Background: an optimization exercise with open tools, aiming at small area. Do not read the settings as production practice.
Only simulation tests tie the RTL to the original design; equivalence was not proved.
Power and IR drop assume default switching activity.

==> job 7810 <==
==> flow/design.v (excerpt) <==
module top(
			clk, rst, data_in, data1, data2,
			lut_q_R0, lut_q_R1, lut_q_R2, lut_q_R3,
			lut_q_L0, lut_q_L1, lut_q_L2, lut_q_L3,
			lut_q_U0, lut_q_U1, lut_q_U2, lut_q_U3,
			lut_q_D0, lut_q_D1, lut_q_D2, lut_q_D3,
			out_valid,
			en,
			addr,
			out1, out2, out3, out4,
			addr1, addr2,
			lut_wen, lut_da, lut_db,
			lut_a_R0, lut_a_R1, lut_a_R2, lut_a_R3,
			lut_a_L0, lut_a_L1, lut_a_L2, lut_a_L3,
			lut_a_U0, lut_a_U1, lut_a_U2, lut_a_U3,
			lut_a_D0, lut_a_D1, lut_a_D2, lut_a_D3
			);
Settings: LEC_CHECK=0, CAP_MARGIN=5, CORE_MARGIN=2, CORE_UTILIZATION=50, SLEW_MARGIN=5, SYNTH_HIERARCHICAL=1, SYNTH_MINIMUM_KEEP_SIZE=0; clock period 12.0 ns.
standard.sh (not shown) runs the stock make flow with config.mk's settings and CLKGATE_MAP_FILE= SYNTH_SCRIPT=/design/flow/synth_recipe.tcl, a recipe that flattens the netlist after the stock synthesis.
==> flow/flow/run.sh <==
#!/bin/bash
# Standard layout, with the ports buffered by the smallest buffer and a
# clock tree built without dummy loads from mid-size clock buffers.
set -euo pipefail
export BUFFER_PORTS_ARGS="-buffer_cell sky130_fd_sc_hd__buf_1"
export CTS_ARGS="-sink_clustering_enable -repair_clock_nets -dont_use_dummy_load -buf_list {sky130_fd_sc_hd__clkbuf_8} -sink_clustering_size 20 -sink_clustering_max_diameter 60"
bash standard.sh > flow.log 2>&1
==> job 3941: changes against job 7810 <==
--- a/flow/design.v
+++ b/flow/design.v
@@ -186,21 +186,17 @@
   wire pa_34;
   ha upa_33 (.a(A[9]), .b(pa_32), .s(pa_33), .co(pa_34));
   wire pa_35;
   wire pa_36;
   ha upa_35 (.a(A[10]), .b(pa_34), .s(pa_35), .co(pa_36));
   wire pa_37;
   assign pa_37 = A[11] ^ pa_36;
   assign o0 = {pa_37, pa_35, pa_33, pa_31, pa_29, pa_25, pa_21, pa_17, pa_13, pa_9, pa_5, pa_1};
-  wire c1 = (fx[2] & ~fy[2]) | ((fx[2] | ~fy[2]) & ((fx[1] & ~fy[1]) | ((fx[1] | ~fy[1]) & fx[0] & ~fy[0])));
-  wire c2 = (fy[2] & ~fz[2]) | ((fy[2] | ~fz[2]) & ((fy[1] & ~fz[1]) | ((fy[1] | ~fz[1]) & fy[0] & ~fz[0])));
-  wire c3 = (fx[2] & ~fz[2]) | ((fx[2] | ~fz[2]) & ((fx[1] & ~fz[1]) | ((fx[1] | ~fz[1]) & fx[0] & ~fz[0])));
-  wire c4 = (fz[2] & ~fy[2]) | ((fz[2] | ~fy[2]) & ((fz[1] & ~fy[1]) | ((fz[1] | ~fy[1]) & fz[0] & ~fy[0])));
-  wire c5 = (fz[2] & ~fx[2]) | ((fz[2] | ~fx[2]) & ((fz[1] & ~fx[1]) | ((fz[1] | ~fx[1]) & fz[0] & ~fx[0])));
+  wire c1 = fx > fy, c2 = fy > fz, c3 = fx > fz, c4 = fz > fy, c5 = fz > fx;
   wire sa = sr & c1 & (c2 | c3);
   wire sb = sr & ~c1 & ~c4;
   wire t240 = sr & ((c1 & c2) | (~c1 & ~c4 & ~c5));
   wire t226 = sr & c1 & ~c2;
   wire t16 = sr & ~c1 & (c4 | c5);
   wire o1_1;
   assign o1_1 = ~o0[0];
   wire o1_2;
@@ -310,19 +306,19 @@
   assign s = a ^ b ^ c;
   assign co = (a & b) | (c & (a ^ b));
 endmodule
 module ha(input a, input b, output s, output co);
   assign s = a ^ b;
   assign co = a & b;
 endmodule
 module srl_weights(input [2:0] fx, input [2:0] fy, input [2:0] fz, output [13:0] w);
-  wire gxy = (fx[2] & ~fy[2]) | ((fx[2] | ~fy[2]) & ((fx[1] & ~fy[1]) | ((fx[1] | ~fy[1]) & fx[0] & ~fy[0])));
-  wire gyz = (fy[2] & ~fz[2]) | ((fy[2] | ~fz[2]) & ((fy[1] & ~fz[1]) | ((fy[1] | ~fz[1]) & fy[0] & ~fz[0])));
-  wire gxz = (fx[2] & ~fz[2]) | ((fx[2] | ~fz[2]) & ((fx[1] & ~fz[1]) | ((fx[1] | ~fz[1]) & fx[0] & ~fz[0])));
+  wire gxy = (fx[2] & ~fy[2]) | (~(fx[2] ^ fy[2]) & ((fx[1] & ~fy[1]) | (~(fx[1] ^ fy[1]) & fx[0] & ~fy[0])));
+  wire gyz = (fy[2] & ~fz[2]) | (~(fy[2] ^ fz[2]) & ((fy[1] & ~fz[1]) | (~(fy[1] ^ fz[1]) & fy[0] & ~fz[0])));
+  wire gxz = (fx[2] & ~fz[2]) | (~(fx[2] ^ fz[2]) & ((fx[1] & ~fz[1]) | (~(fx[1] ^ fz[1]) & fx[0] & ~fz[0])));
   wire [2:0] mx = gxy ? (gxz ? fx : fz) : (gyz ? fy : fz);
   wire [2:0] mn = gxy ? (gyz ? fz : fy) : (gxz ? fz : fx);
   wire [2:0] md = gxy ? (gyz ? fy : (gxz ? fz : fx)) : (gxz ? fx : (gyz ? fz : fy));
   wire b11 = ~mx[0] & md[0];
   wire b12 = (~mx[1] & md[1]) | (~(mx[1] ^ md[1]) & b11);
   wire [2:0] w1 = {mx[2] ^ md[2] ^ b12, mx[1] ^ md[1] ^ b11, mx[0] ^ md[0]};
   wire b21 = ~md[0] & mn[0];
   wire b22 = (~md[1] & mn[1]) | (~(md[1] ^ mn[1]) & b21);
@@ -1262,20 +1258,17 @@
   wire s1_446;
   fa us1_445 (.a(s1_443), .b(s1_438), .c(s1_440), .s(s1_445), .co(s1_446));
   wire s1_447;
   assign s1_447 = 1'b1 ^ s1_442 ^ s1_444;
   wire s1_448;
   assign s1_448 = s1_447 ^ s1_446;
   wire [12:0] t1 = {s1_448, s1_445, s1_439, s1_427, s1_403, s1_361, s1_307, s1_253, s1_199, s1_147, s1_97, s1_51, s1_15};
   wire [12:0] R1 = ~t1;
-  wire [7:0] v1 = R1[10:3];
-  wire ge1 = v1[7] & v1[6] & (v1[5] | (v1[4] & v1[3] & (v1[2] | (v1[1] & v1[0]))));
-  wire [3:0] hi1 = {v1[7] ^ (v1[6] & v1[5] & v1[4]), v1[6] ^ (v1[5] & v1[4]), v1[5] ^ v1[4], ~v1[4]};
-  assign r1 = R1[12] ? 8'd16 : ((R1[11] | ge1) ? 8'd235 : {hi1, v1[3:0]});
+  assign r1 = R1[12] ? 8'd16 : ((R1[11] || R1[10:3] >= 8'd219) ? 8'd235 : R1[10:3] + 8'd16);
   wire p2_R2_m0 = ~(wR[0] ? 1'b0 : qR0[16]);
   wire p2_R2_m1 = ~(wR[0] ? qR0[16] : qR0[17]);
   wire p2_R2_m2 = ~(wR[0] ? qR0[17] : qR0[18]);
   wire p2_R2_m3 = ~(wR[0] ? qR0[18] : qR0[19]);
   wire p2_R2_m4 = ~(wR[0] ? qR0[19] : qR0[20]);
   wire p2_R2_m5 = ~(wR[0] ? qR0[20] : qR0[21]);
   wire p2_R2_m6 = ~(wR[0] ? qR0[21] : qR0[22]);
   wire p2_R2_m7 = ~(wR[0] ? qR0[22] : ~qR0[23]);
@@ -2173,20 +2166,17 @@
   wire s2_446;
   fa us2_445 (.a(s2_443), .b(s2_438), .c(s2_440), .s(s2_445), .co(s2_446));
   wire s2_447;
   assign s2_447 = 1'b1 ^ s2_442 ^ s2_444;
   wire s2_448;
   assign s2_448 = s2_447 ^ s2_446;
   wire [12:0] t2 = {s2_448, s2_445, s2_439, s2_427, s2_403, s2_361, s2_307, s2_253, s2_199, s2_147, s2_97, s2_51, s2_15};
   wire [12:0] R2 = ~t2;
-  wire [7:0] v2 = R2[10:3];
-  wire ge2 = v2[7] & v2[6] & (v2[5] | (v2[4] & v2[3] & (v2[2] | (v2[1] & v2[0]))));
-  wire [3:0] hi2 = {v2[7] ^ (v2[6] & v2[5] & v2[4]), v2[6] ^ (v2[5] & v2[4]), v2[5] ^ v2[4], ~v2[4]};
-  assign r2 = R2[12] ? 8'd16 : ((R2[11] | ge2) ? 8'd235 : {hi2, v2[3:0]});
+  assign r2 = R2[12] ? 8'd16 : ((R2[11] || R2[10:3] >= 8'd219) ? 8'd235 : R2[10:3] + 8'd16);
   wire p3_R3_m0 = ~(wR[0] ? 1'b0 : qR0[8]);
   wire p3_R3_m1 = ~(wR[0] ? qR0[8] : qR0[9]);
   wire p3_R3_m2 = ~(wR[0] ? qR0[9] : qR0[10]);
   wire p3_R3_m3 = ~(wR[0] ? qR0[10] : qR0[11]);
   wire p3_R3_m4 = ~(wR[0] ? qR0[11] : qR0[12]);
   wire p3_R3_m5 = ~(wR[0] ? qR0[12] : qR0[13]);
   wire p3_R3_m6 = ~(wR[0] ? qR0[13] : qR0[14]);
   wire p3_R3_m7 = ~(wR[0] ? qR0[14] : ~qR0[15]);
@@ -3084,20 +3074,17 @@
   wire s3_446;
   fa us3_445 (.a(s3_443), .b(s3_438), .c(s3_440), .s(s3_445), .co(s3_446));
   wire s3_447;
   assign s3_447 = 1'b1 ^ s3_442 ^ s3_444;
   wire s3_448;
   assign s3_448 = s3_447 ^ s3_446;
   wire [12:0] t3 = {s3_448, s3_445, s3_439, s3_427, s3_403, s3_361, s3_307, s3_253, s3_199, s3_147, s3_97, s3_51, s3_15};
   wire [12:0] R3 = ~t3;
-  wire [7:0] v3 = R3[10:3];
-  wire ge3 = v3[7] & v3[6] & (v3[5] | (v3[4] & v3[3] & (v3[2] | (v3[1] & v3[0]))));
-  wire [3:0] hi3 = {v3[7] ^ (v3[6] & v3[5] & v3[4]), v3[6] ^ (v3[5] & v3[4]), v3[5] ^ v3[4], ~v3[4]};
-  assign r3 = R3[12] ? 8'd16 : ((R3[11] | ge3) ? 8'd235 : {hi3, v3[3:0]});
+  assign r3 = R3[12] ? 8'd16 : ((R3[11] || R3[10:3] >= 8'd219) ? 8'd235 : R3[10:3] + 8'd16);
   wire p4_R4_m0 = ~(wR[0] ? 1'b0 : qR0[0]);
   wire p4_R4_m1 = ~(wR[0] ? qR0[0] : qR0[1]);
   wire p4_R4_m2 = ~(wR[0] ? qR0[1] : qR0[2]);
   wire p4_R4_m3 = ~(wR[0] ? qR0[2] : qR0[3]);
   wire p4_R4_m4 = ~(wR[0] ? qR0[3] : qR0[4]);
   wire p4_R4_m5 = ~(wR[0] ? qR0[4] : qR0[5]);
   wire p4_R4_m6 = ~(wR[0] ? qR0[5] : qR0[6]);
   wire p4_R4_m7 = ~(wR[0] ? qR0[6] : ~qR0[7]);
@@ -3995,13 +3982,10 @@
   wire s4_446;
   fa us4_445 (.a(s4_443), .b(s4_438), .c(s4_440), .s(s4_445), .co(s4_446));
   wire s4_447;
   assign s4_447 = 1'b1 ^ s4_442 ^ s4_444;
   wire s4_448;
   assign s4_448 = s4_447 ^ s4_446;
   wire [12:0] t4 = {s4_448, s4_445, s4_439, s4_427, s4_403, s4_361, s4_307, s4_253, s4_199, s4_147, s4_97, s4_51, s4_15};
   wire [12:0] R4 = ~t4;
-  wire [7:0] v4 = R4[10:3];
-  wire ge4 = v4[7] & v4[6] & (v4[5] | (v4[4] & v4[3] & (v4[2] | (v4[1] & v4[0]))));
-  wire [3:0] hi4 = {v4[7] ^ (v4[6] & v4[5] & v4[4]), v4[6] ^ (v4[5] & v4[4]), v4[5] ^ v4[4], ~v4[4]};
-  assign r4 = R4[12] ? 8'd16 : ((R4[11] | ge4) ? 8'd235 : {hi4, v4[3:0]});
+  assign r4 = R4[12] ? 8'd16 : ((R4[11] || R4[10:3] >= 8'd219) ? 8'd235 : R4[10:3] + 8'd16);
 endmodule
==> flow/config.mk (replaced) <==
export PLATFORM = sky130hd
export DESIGN_NAME = top
export DESIGN_NICKNAME = top
export VERILOG_FILES = /design/flow/design.v
export SDC_FILE = /design/flow/constraint.sdc
export NUM_CORES = 4
export LEC_CHECK = 0
export ABC_AREA = 1
export CAP_MARGIN = 20
export CORE_MARGIN = 2
export CORE_UTILIZATION = 50
export SLEW_MARGIN = 20
export SYNTH_HIERARCHICAL = 1
export SYNTH_MINIMUM_KEEP_SIZE = 0
==> qor summary <==
| metric | job 3941 | job 7810 |
|---|---|---|
| Critical R2R Capture | p1[4] | p4[1] |
| Syn_area_per_cell | 12.4 µm² | 14.7 µm² |
| Tap Count | 2871 | 2805 |
| Share of the final layout cell area in sequential cells | 0.567 | 0.588 |
| Multi-input gates | 4052 | 3206 |
| Std-Cell Rows | 172 | 168 |
| Area of the core region | 220000 µm² | 210000 µm² |
| Period minus WS final | 11.43 ns | 11.70 ns |
| Outcome | complete, no violations | complete, no violations |
| Share of cell area taken by multi-input logic gates | 0.305 | 0.308 |
| Proportion of cell area spent on the clock network | 0.0226 | 0.0237 |
| Capture point of the worst path | p1[4] | p4[1] |
| Startpoint of the most critical setup path | chain[1611] | chain[1610] |
| Wire length per cell after detailed routing | 26.4 µm | 28.1 µm |
| Sum of internal, switching and leakage power | 30.5 mW | 21.6 mW |
| Synth top area share | 0.611 | 0.639 |
| WP data arrival | 12.15 ns | 12.38 ns |
| Largest fanout of any net on the critical path | 20 | 21 |
| Max power group | combinational cells | registers |
| Routed metal-1 wire length | 145 mm | 130 mm |

## separate check: timing with driven ports
How much do the figures lean on ideal ports? The routed layouts below were timed once more, with nothing changed but the port constraints.
Step 1, drivers: a clkbuf_16 drives clk and a buf_2 each remaining input, both assumed.
Step 2 also shifts input and output timing later by t, the mid clock arrival at the registers, as if the neighbouring blocks saw the same clock.
Slacks: no drivers / after step 1 / after step 2; pairs: no drivers / after step 1.
| run | t, ns | setup slack, ns | latest minus earliest clock arrival (ns) |
|---|---|---|---|
| job 7810 | 1.015 | 0.304 / 0.304 / 0.304 | 0.185 / 0.184 |
| job 3941 | 0.998 | 0.568 / 0.568 / 0.568 | 0.179 / 0.179 |
After both steps setup and hold are still met in every run listed.
